From an optimization exercise on the open Yosys and OpenROAD flow, aimed at small area, a short achievable clock period and few clock cycles per item; shortcuts taken in it are not production practice. RTL that was checked went through simulation tests only; none was proved equivalent to the original. No activity file was given, so power comes from the tool's default toggle rates.

Setup of job 6298:
// booth_multiplier
module booth_multiplier(
    input         clk,
    input         reset_n,
    input         op_start,
    input         op_clear,
    input  [31:0] multiplier,
    input  [31:0] multiplicand,
    output        op_done,
    output [63:0] result
);
Size in the first run: about 1100 cells after synthesis, roughly 130 I/O pins, about 13000 um^2 of cells after synthesis.
clock: 5.0 ns
lec_check: 0
cap_margin: 20
core_margin: 2
core_utilization: 40
place_density: 0.75
setup_slack_margin: 0
slew_margin: 20
synth_hierarchical: 1
synth_minimum_keep_size: 0
standard.sh (not shown) runs the stock make flow with config.mk's settings and CLKGATE_MAP_FILE= SYNTH_SCRIPT=/design/flow/synth_recipe.tcl, a recipe that flattens the netlist after the stock synthesis.
==> flow/flow/run.sh <==
#!/bin/bash
# Standard layout, except: plain buf_1 cells as the port buffers, and a clock
# tree of clkbuf_4/clkbuf_8 cells under a clkbuf_16 root, without dummy loads.
export BUFFER_PORTS_ARGS="-buffer_cell sky130_fd_sc_hd__buf_1"
export CTS_ARGS="-sink_clustering_enable -repair_clock_nets -dont_use_dummy_load -root_buf sky130_fd_sc_hd__clkbuf_16 -buf_list \"sky130_fd_sc_hd__clkbuf_4 sky130_fd_sc_hd__clkbuf_8\""
bash standard.sh > standard.log 2>&1
### job 6298 -> job 9870
Settings: a change of SETUP_SLACK_MARGIN from 0 to 1.6.
- On switching power summed over all nets, job 9870 and job 6298 are basically level.
- Job 9870 completed end to end with timing, DRC and antenna clean.
- Looking at arrival time at the worst endpoint, job 9870 sits 0.23 ns lower than job 6298 does.
- Global-route usage: job 6298 vs job 9870 — no meaningful difference
- Comparing job 9870 with job 6298, the total length of routed wires came out essentially unchanged.
- Compared job 9870 against job 6298; final layout net count within noise.
- Re relative area change from synthesis to final layout: job 9870 and job 6298 aren't equal, and the lower value belongs to job 6298.
Setup changes, job 9870 to job 2917
Settings: PLACE_DENSITY: 0.75 -> 0.6; SETUP_SLACK_MARGIN: 1.6 -> 2.0.
Notes after the runs:
Going from job 9870 to job 2917, layout net count saw an increase; worst reg2reg path depth saw an increase.
Relative to job 9870, final clock period utilization by the worst path has decreased by 5.2 points in job 2917.
Post-route cell area (job 2917 vs. job 9870) increases by a few percent
The lower area occupied by multi-input gates came out of job 9870.
[compare] base=job 9870 new=job 2917: minimum setup slack in the final design went up; via total after detailed routing went down; worst hold slack went down; leakage power of the design went up; layout overhead on the synthesized area went up.
Between job 2917 and job 9870, the setup slack at placement is higher for job 9870.
Here is what was changed in the inputs of job 6779 compared with job 2917.
Settings: a change of PLACE_DENSITY from 0.6 to 0.75.
Results
- Diff job 2917 -> job 6779 | power share of the sequential group | increase of 1.1 points
- Diff job 2917 -> job 6779: final clock period utilization by the worst path dropped 0.19 points, clock input transition at the sequential cells of the worst setup and hold paths down 0.03 ns.
- Job 6779 vs job 2917 — HPWL after detailed placement dropped slightly
- Job 2917 → job 6779: maximum fanout along the worst path saw a decrease, number of setup violations in the final report saw little to no change, worst setup slack saw an increase, total power after layout saw a decrease.
No run of this note included a check of the RTL's function; only the layout flow was run.

---

Another version of the RTL of booth_multiplier (not shown whole).
For scale: about 1100 cells after synthesis, roughly 160 flip-flops, ~130 I/O pins, about 13000 sq um of cells after synthesis.
Settings: LEC_CHECK=0, CAP_MARGIN=20, CORE_MARGIN=2, CORE_UTILIZATION=40, PLACE_DENSITY=0.6, SETUP_SLACK_MARGIN=2.0, SLEW_MARGIN=20, SYNTH_HIERARCHICAL=1, SYNTH_MINIMUM_KEEP_SIZE=0, TNS_END_PERCENT=20; clock period 5.0 ns.
==> flow/flow/run.sh <==
#!/bin/bash
# Standard layout, except: plain buf_1 cells as the port buffers, and a
# clock tree of clkbuf_4 cells without dummy loads.
export BUFFER_PORTS_ARGS="-buffer_cell sky130_fd_sc_hd__buf_1"
export CTS_ARGS="-sink_clustering_enable -repair_clock_nets -dont_use_dummy_load -root_buf sky130_fd_sc_hd__clkbuf_16 -buf_list \"sky130_fd_sc_hd__clkbuf_4 sky130_fd_sc_hd__clkbuf_8\""
bash standard.sh > standard.log 2>&1
Testbench counts at the start, summed over its fixed seeds: cycles 11,192, items 1,600.
Edit:
--- a/flow/config.mk
+++ b/flow/config.mk
@@ -11 +11 @@
-export PLACE_DENSITY = 0.6
+export PLACE_DENSITY = 0.95
@@ -16 +15,0 @@
-export TNS_END_PERCENT = 20
Setup slack is worse by 0.23 ns; sequential share of layout area went down by 0.14 points; power goes up by 6.3%; final cell count climbs by 0.43%; global-route usage came out higher by 0.94 points; clock skew rises by 0.0084 ns; routed wire length went up by 12%; synthesized area stays the same.
Edit:
==> flow/flow/run.sh (replaced) <==
#!/bin/bash
# Standard layout, except: plain buf_1 cells as the port buffers, and a clock
# tree of clkbuf_8 clusters of up to 24 flip-flops under a clkbuf_16 root,
# without dummy loads.
export BUFFER_PORTS_ARGS="-buffer_cell sky130_fd_sc_hd__buf_1"
export CTS_ARGS="-sink_clustering_enable -sink_clustering_size 24 -repair_clock_nets -dont_use_dummy_load -root_buf sky130_fd_sc_hd__clkbuf_16 -buf_list \"sky130_fd_sc_hd__clkbuf_8\""
bash standard.sh > standard.log 2>&1
--- a/flow/config.mk
+++ b/flow/config.mk
@@ -11 +11 @@
-export PLACE_DENSITY = 0.95
+export PLACE_DENSITY = 0.75
After rerunning: Area after synthesis is unchanged; core utilization decreases by 0.30 points; global-route usage decreases by 1.4 points; wire length decreases by roughly a tenth; combinational power decreases by a few percent; sequential share of layout area increases by 0.11 points; die area is unchanged.

---

booth_multiplier again, from the RTL that the note above started with.
export LEC_CHECK = 0
export CAP_MARGIN = 20
export CORE_MARGIN = 2
export CORE_UTILIZATION = 40
export PLACE_DENSITY = 0.75
export SETUP_SLACK_MARGIN = 2.0
export SLEW_MARGIN = 20
export SYNTH_HIERARCHICAL = 1
export SYNTH_MINIMUM_KEEP_SIZE = 0
create_clock -name core_clock -period 5.0 [get_ports {clk}]
==> flow/flow/run.sh <==
#!/bin/bash
# Standard layout, except: plain buf_1 cells as the port buffers, and a
# clock tree of clkbuf_4 cells without dummy loads.
export BUFFER_PORTS_ARGS="-buffer_cell sky130_fd_sc_hd__buf_1"
export CTS_ARGS="-sink_clustering_enable -repair_clock_nets -dont_use_dummy_load -root_buf sky130_fd_sc_hd__clkbuf_16 -buf_list \"sky130_fd_sc_hd__clkbuf_4 sky130_fd_sc_hd__clkbuf_8\""
bash standard.sh > standard.log 2>&1
Testbench counts at the start, summed over its fixed seeds: cycles 11,192, items 1,600.
==> next run, changes <==
--- a/flow/config.mk
+++ b/flow/config.mk
@@ -9,5 +9,5 @@
 export CORE_MARGIN = 2
-export CORE_UTILIZATION = 40
-export PLACE_DENSITY = 0.75
-export SETUP_SLACK_MARGIN = 2.0
+export CORE_UTILIZATION = 50
+export PLACE_DENSITY = 0.7
+export SETUP_SLACK_MARGIN = 1.8
 export SLEW_MARGIN = 20
Effect: First-iteration DRC count went down by 4.7%. Area after synthesis is unchanged. Non-clock buffer count stays the same.

---

Starting RTL as in the previous note.
==> flow/design.v (excerpt) <==
module booth_multiplier(
    input         clk,
    input         reset_n,
    input         op_start,
    input         op_clear,
    input  [31:0] multiplier,
    input  [31:0] multiplicand,
    output        op_done,
    output [63:0] result
);
  reg       busy, done;
  reg [2:0] cnt;
  wire      idle = !busy && !done;
  wire      fin  = cnt[2];                        
  wire      last = (cnt == 3'd3);         
  reg  [31:0] m_q;           
  reg  [31:0] lo_q;          
  reg  [31:0] s_q, c_q;      
  reg  [7:0]  rs_q, rc_q;    
  reg         cy_q;          
  reg  [3:0]  one_q, two_q, ng_q;   
  function [11:0] enc;
    input [7:0] b;
    input       bm;
    integer i;
    reg [8:0] x;
    begin
      x = {b, bm};
      for (i = 0; i < 4; i = i + 1) begin
        enc[i]         = x[2*i+1] ^ x[2*i];
        enc[4+i]     = (x[2*i+2] & ~x[2*i+1] & ~x[2*i]) | (~x[2*i+2] & x[2*i+1] & x[2*i]);
        enc[8+i]   = x[2*i+2];
      end
    end
  endfunction
  wire [11:0] enc_next = busy ? enc(lo_q[15:8], lo_q[7]) : enc(multiplier[7:0], 1'b0);
  wire [32:0] mg0 = ({33{one_q[0]}} & {m_q[31], m_q}) | ({33{two_q[0]}} & {m_q, 1'b0});
  wire [32:0] pp0 = mg0 ^ {33{ng_q[0]}};
  wire [32:0] e0 = {~pp0[32], pp0[31:0]};
  wire [32:0] mg1 = ({33{one_q[1]}} & {m_q[31], m_q}) | ({33{two_q[1]}} & {m_q, 1'b0});
  wire [32:0] pp1 = mg1 ^ {33{ng_q[1]}};
  wire [32:0] e1 = {~pp1[32], pp1[31:0]};
  wire [32:0] mg2 = ({33{one_q[2]}} & {m_q[31], m_q}) | ({33{two_q[2]}} & {m_q, 1'b0});
  wire [32:0] pp2 = mg2 ^ {33{ng_q[2]}};
  wire [32:0] e2 = {~pp2[32], pp2[31:0]};
  wire [32:0] mg3 = ({33{one_q[3]}} & {m_q[31], m_q}) | ({33{two_q[3]}} & {m_q, 1'b0});
  wire [32:0] pp3 = mg3 ^ {33{ng_q[3]}};
  wire [32:0] e3 = {~pp3[32], pp3[31:0]};
  ...
export LEC_CHECK = 0
export CAP_MARGIN = 20
export CORE_MARGIN = 2
export CORE_UTILIZATION = 40
export PLACE_DENSITY = 0.6
export SETUP_SLACK_MARGIN = 2.0
export SLEW_MARGIN = 20
export SYNTH_HIERARCHICAL = 1
export SYNTH_MINIMUM_KEEP_SIZE = 0
create_clock -name core_clock -period 5.0 [get_ports {clk}]
==> flow/flow/run.sh <==
#!/bin/bash
# Standard layout, except: plain buf_1 cells as the port buffers, and a
# clock tree of clkbuf_4/8 cells under a clkbuf_16 root, without dummy loads.
export BUFFER_PORTS_ARGS="-buffer_cell sky130_fd_sc_hd__buf_1"
export CTS_ARGS="-sink_clustering_enable -repair_clock_nets -dont_use_dummy_load -root_buf sky130_fd_sc_hd__clkbuf_16 -buf_list \"sky130_fd_sc_hd__clkbuf_4 sky130_fd_sc_hd__clkbuf_8\""
export SETUP_REPAIR_SEQUENCE="unbuffer,sizedown,sizeup,swap"
bash standard.sh > standard.log 2>&1
Testbench counts at the start, summed over its fixed seeds: cycles 11,192, items 1,600.
Edit:
--- a/flow/flow/run.sh
+++ b/flow/flow/run.sh
@@ -4,4 +4,4 @@
 export BUFFER_PORTS_ARGS="-buffer_cell sky130_fd_sc_hd__buf_1"
 export CTS_ARGS="-sink_clustering_enable -repair_clock_nets -dont_use_dummy_load -root_buf sky130_fd_sc_hd__clkbuf_16 -buf_list \"sky130_fd_sc_hd__clkbuf_4 sky130_fd_sc_hd__clkbuf_8\""
-export SETUP_REPAIR_SEQUENCE="unbuffer,sizedown,sizeup,swap"
+export SKIP_GATE_CLONING=1
 bash standard.sh > standard.log 2>&1
Outcome: The changed run completed without violations. Clock power stays flat. Non-clock buffer count is unchanged. Routed wire length stays the same. Worst setup slack is unchanged. Global-route usage stays the same. Worst hold slack does not change. Synthesized cell count does not change. Die area does not change. Final cell count is unchanged.
Edit:
==> flow/flow/run.sh (replaced) <==
#!/bin/bash
# Standard layout, except: plain buf_1 cells as the port buffers, and a
# clock tree of clkbuf_4 cells without dummy loads.
export BUFFER_PORTS_ARGS="-buffer_cell sky130_fd_sc_hd__buf_1"
export CTS_ARGS="-sink_clustering_enable -repair_clock_nets -dont_use_dummy_load -root_buf sky130_fd_sc_hd__clkbuf_16 -buf_list \"sky130_fd_sc_hd__clkbuf_4 sky130_fd_sc_hd__clkbuf_8\""
bash standard.sh > standard.log 2>&1
Settings changed: ABC_AREA set to 1.
Clock skew went up by 5.6 ps.
Worst setup slack gets better by 85 ps.
Hold slack gets worse by 43 ps.
Die area went up by 2.9%.
Synthesized cell count went up by about 34%.
Area after synthesis went up by about 3%.
Core utilization went up by 0.49 points.
Non-clock buffer count went down by 4.
Via count went up by about 15%.
Edit:
Settings changed: ABC_AREA 1 to not set, SETUP_SLACK_MARGIN 2.0 to 2.3.
Sequential power drops by about 2%.
Clock-buffer cell count is unchanged.
Routed wire length came out higher by 4.1%.
Critical path depth climbs by 5.
Die area drops by 2.9%.
Setup slack loses 20 ps.
Edit:
Settings changed: PLACE_DENSITY 0.6 to 0.7, SETUP_SLACK_MARGIN 2.3 to 2.0.
Result:
- non-clock buffer count drops by 63
- via count came out lower by a few percent
- total power falls by a few percent
- core utilization fell by 4.1 points
- area after synthesis stays the same
- clock skew grows by 3.1 ps
- fmax fell by a few percent
Edit:
Settings changed: PLACE_DENSITY 0.7 to 0.6, SETUP_SLACK_MARGIN 2.0 to 1.8.
After rerunning: Core utilization goes down by 0.66 points. Cell area went down by 1.5%. Cell count came out lower by 0.61%. Critical path depth shrinks by 7. Register-to-register slack improved by 40 ps.

---

booth_multiplier again, from the RTL that the note above started with.
export LEC_CHECK = 0
export CAP_MARGIN = 20
export CORE_MARGIN = 2
export CORE_UTILIZATION = 40
export PLACE_DENSITY = 0.8
export SETUP_SLACK_MARGIN = 2.0
export SLEW_MARGIN = 20
export SYNTH_HIERARCHICAL = 1
export SYNTH_MINIMUM_KEEP_SIZE = 0
create_clock -name core_clock -period 5.0 [get_ports {clk}]
==> flow/flow/run.sh <==
#!/bin/bash
# Standard layout, except: plain buf_1 cells as the port buffers, and a
# clock tree of clkbuf_4 cells without dummy loads.
export BUFFER_PORTS_ARGS="-buffer_cell sky130_fd_sc_hd__buf_1"
export CTS_ARGS="-sink_clustering_enable -repair_clock_nets -dont_use_dummy_load -root_buf sky130_fd_sc_hd__clkbuf_16 -buf_list \"sky130_fd_sc_hd__clkbuf_4 sky130_fd_sc_hd__clkbuf_8\""
bash standard.sh > standard.log 2>&1
Testbench counts at the start, summed over its fixed seeds: cycles 11,192, items 1,600.
Rerun with:
--- a/flow/config.mk
+++ b/flow/config.mk
@@ -9,5 +9,5 @@
 export CORE_MARGIN = 2
 export CORE_UTILIZATION = 40
-export PLACE_DENSITY = 0.8
+export PLACE_DENSITY = 0.6
 export SETUP_SLACK_MARGIN = 2.0
 export SLEW_MARGIN = 20
Effect: Clock skew decreases by 0.012 ns; via count decreases by 4.0%; area after synthesis is unchanged; non-clock buffer count decreases by 7; worst hold slack gains 0.0035 ns; core utilization stays flat; final area is about the same.
Rerun with:
--- a/flow/config.mk
+++ b/flow/config.mk
@@ -9,5 +9,5 @@
 export CORE_MARGIN = 2
 export CORE_UTILIZATION = 40
-export PLACE_DENSITY = 0.6
+export PLACE_DENSITY = 0.5
 export SETUP_SLACK_MARGIN = 2.0
 export SLEW_MARGIN = 20
Outcome: Utilization rose by 0.21 points. Combinational power rose by about 1%. Hold slack got worse by 0.024 ns. Die area is unchanged. First-iteration DRC count fell by about 40%. Routed wire length rose by 2.6%. Via count fell by 1.8%. Power is about the same.
Rerun with:
--- a/flow/config.mk
+++ b/flow/config.mk
@@ -9,5 +9,6 @@
 export CORE_MARGIN = 2
 export CORE_UTILIZATION = 40
-export PLACE_DENSITY = 0.5
+export GPL_ROUTABILITY_DRIVEN = 0
+export PLACE_DENSITY = 0.75
 export SETUP_SLACK_MARGIN = 2.0
 export SLEW_MARGIN = 20
Effect: Non-clock buffer count falls by 1; clock-buffer cell count stays the same; global-route usage decreases by 1.1 points.
Rerun with:
--- a/flow/config.mk
+++ b/flow/config.mk
@@ -9,5 +9,5 @@
 export CORE_MARGIN = 2
 export CORE_UTILIZATION = 40
-export GPL_ROUTABILITY_DRIVEN = 0
+export GPL_TIMING_DRIVEN = 0
 export PLACE_DENSITY = 0.75
 export SETUP_SLACK_MARGIN = 2.0
The new run passed the timing, design-rule and antenna checks.
Clock power barely changes.
Total power rises by 1.2%.
Synthesized area does not change.
Hold slack hardly moves.
Combinational power grows by 5.1%.
Via count came out higher by 3.7%.

---

Setup of run 1:
booth_multiplier, a different RTL version from the one above (not shown whole).
Size in the first run: about 170 flip-flops, roughly 130 I/O pins, ~14,000 um^2 of cells after synthesis.
## booth_multiplier
module booth_multiplier(
    input         clk,
    input         reset_n,
    input         op_start,
    input         op_clear,
    input  [31:0] multiplier,
    input  [31:0] multiplicand,
    output        op_done,
    output [63:0] result
);
export LEC_CHECK = 0
export CAP_MARGIN = 20
export CORE_MARGIN = 2
export CORE_UTILIZATION = 40
export PLACE_DENSITY = 0.6
export SETUP_SLACK_MARGIN = 2.0
export SLEW_MARGIN = 20
export SYNTH_HIERARCHICAL = 1
export SYNTH_MINIMUM_KEEP_SIZE = 0
create_clock -name core_clock -period 5.0 [get_ports {clk}]
Scripts as last shown in full above: flow/flow/run.sh
The final layout from run 1, which completed every stage, passed the timing, design-rule and antenna checks at the end of the flow.
Input changes introduced in run 2 (baseline for comparison: run 1):
Settings: SETUP_SLACK_MARGIN: 2.0 -> unset.
## What came out
Compare run 1 and run 2 | critical path depth higher: run 1
Core utilization: run 2 lower than run 1
Run 2 has count of plain and timing-repair buffers below what run 1 had.
Across both runs, final cell count was lower for run 2 than for run 1.
Compared run 2 against run 1; area occupied by registers within noise.
Delta(fraction of layout cells with a size suffix above 1, run 2 - run 1) < 0
Signed area change from the synthesized netlist to the final layout ended up 19 points lower on run 2 than on run 1.
Compared with run 1, run 2 shows a met1 layer wirelength in the final routing that is about 10% lower.
## Diff of input files: run 3 against run 2
Settings: putting SETUP_SLACK_MARGIN at 1.0 where nothing was set.
--- outcome ---
Status: number of fill cells parity (run 3, run 2)
Type of the worst setup path = in -> reg: run 3; type of the worst setup path = reg -> reg: run 2
In terms of power density relative to cell area, run 2 and run 3 differ only marginally.
| number of instances on the worst hold path | run 2 vs run 3 | ≈ equal |
First-iteration DRC count: lower on run 3
Run 3 against run 2: routed wire length neither gained nor lost much, total routed wire length on the met1 layer neither gained nor lost much, number of vias after detailed routing up about 0.6%.
Edits applied to the flow inputs when going from run 3 to run 4:
Settings: swapping 1.0 for 1.5 in SETUP_SLACK_MARGIN.
Results
Summary — clock group share of total power, run 4 relative to run 3: lower, by 0.8 points. Of the two values seen for master of the slowest instance on the critical path, sky130_fd_sc_hd__fa_1 was produced by run 3 and sky130_fd_sc_hd__fa_2 by run 4. Changes observed in run 4 relative to run 3: layout buffer count excluding clock buffers now larger; worst endpoint required time held steady.
No functional check of the RTL was part of any run of this note.

what the ideal ports hide:
In the flow no input, the clock included, has a driving cell. The finished layouts below were timed again as built, in two steps.
Step 1: set_driving_cell puts a clkbuf_16 on clk and a buf_2 on each other input, an assumption about the parent block.
Step 2, shift: input delay + t, output delay - t, t = (earliest + latest rising clock arrival at the registers) / 2. This alone moves slack from input paths to output paths.
a / b / c = ideal ports / drivers / drivers and shift; a / b = the first two.
| run | shift t [ns] | slack for setup (ns) | hold slack, ns | latest minus earliest clock arrival (ns) |
|---|---|---|---|---|
| job 6298 | 0.426 | 1.449 / 1.449 / 1.449 | 0.439 / 0.432 / 0.462 | 0.036 / 0.035 |
| job 9870 | 0.430 | 1.692 / 1.692 / 1.692 | 0.434 / 0.419 / 0.462 | 0.037 / 0.036 |
| job 2917 | 0.444 | 1.953 / 1.953 / 1.953 | 0.414 / 0.386 / 0.452 | 0.055 / 0.055 |
| job 6779 | 0.433 | 1.963 / 1.963 / 1.963 | 0.435 / 0.425 / 0.475 | 0.035 / 0.035 |
| the first run of note 2 | 0.427 | 2.010 / 2.010 / 2.010 | 0.413 / 0.392 / 0.413 | 0.036 / 0.036 |
| the second run of note 2 | 0.431 | 1.779 / 1.779 / 1.779 | 0.392 / 0.371 / 0.432 | 0.048 / 0.048 |
| the third run of note 2 | 0.433 | 2.062 / 2.062 / 2.062 | 0.393 / 0.371 / 0.422 | 0.036 / 0.036 |
| the first run of note 3 | 0.433 | 2.062 / 2.062 / 2.062 | 0.393 / 0.371 / 0.422 | 0.036 / 0.036 |
| the second run of note 3 | 0.422 | 1.919 / 1.919 / 1.919 | 0.394 / 0.368 / 0.422 | 0.053 / 0.052 |
| the first run of note 4 | 0.431 | 2.007 / 2.007 / 2.007 | 0.411 / 0.389 / 0.413 | 0.035 / 0.035 |
| the second run of note 4 | 0.431 | 2.007 / 2.007 / 2.007 | 0.411 / 0.389 / 0.413 | 0.035 / 0.035 |
| the third run of note 4 | 0.442 | 2.092 / 2.092 / 2.092 | 0.368 / 0.347 / 0.435 | 0.041 / 0.041 |
| the fourth run of note 4 | 0.434 | 2.072 / 2.072 / 2.072 | 0.405 / 0.383 / 0.424 | 0.040 / 0.039 |
| the fifth run of note 4 | 0.433 | 1.936 / 1.936 / 1.936 | 0.398 / 0.380 / 0.417 | 0.038 / 0.038 |
| the sixth run of note 4 | 0.433 | 1.975 / 1.975 / 1.975 | 0.405 / 0.379 / 0.422 | 0.041 / 0.040 |
| the first run of note 5 | 0.433 | 1.991 / 1.991 / 1.991 | 0.408 / 0.378 / 0.419 | 0.049 / 0.049 |
| the second run of note 5 | 0.431 | 2.007 / 2.007 / 2.007 | 0.411 / 0.389 / 0.413 | 0.035 / 0.035 |
| the third run of note 5 | 0.433 | 1.931 / 1.931 / 1.931 | 0.387 / 0.366 / 0.417 | 0.043 / 0.043 |
| the fourth run of note 5 | 0.433 | 2.062 / 2.062 / 2.062 | 0.393 / 0.371 / 0.422 | 0.036 / 0.036 |
| the fifth run of note 5 | 0.423 | 2.043 / 2.043 / 2.043 | 0.396 / 0.371 / 0.421 | 0.030 / 0.030 |
| run 1 | 0.463 | 1.351 / 1.352 / 0.889 | 0.411 / 0.412 / 0.412 | 0.055 / 0.055 |
| run 2 | 0.448 | 0.761 / 0.761 / 0.384 | 0.402 / 0.402 / 0.402 | 0.033 / 0.032 |
| run 3 | 0.448 | 1.114 / 1.115 / 0.667 | 0.402 / 0.402 / 0.402 | 0.033 / 0.033 |
| run 4 | 0.441 | 1.288 / 1.252 / 0.811 | 0.418 / 0.418 / 0.418 | 0.033 / 0.033 |
After both steps setup and hold are still met in every run listed. The setup slack of run 4, which loses most, moves by -0.036 ns with the drivers and by -0.477 ns with both steps.
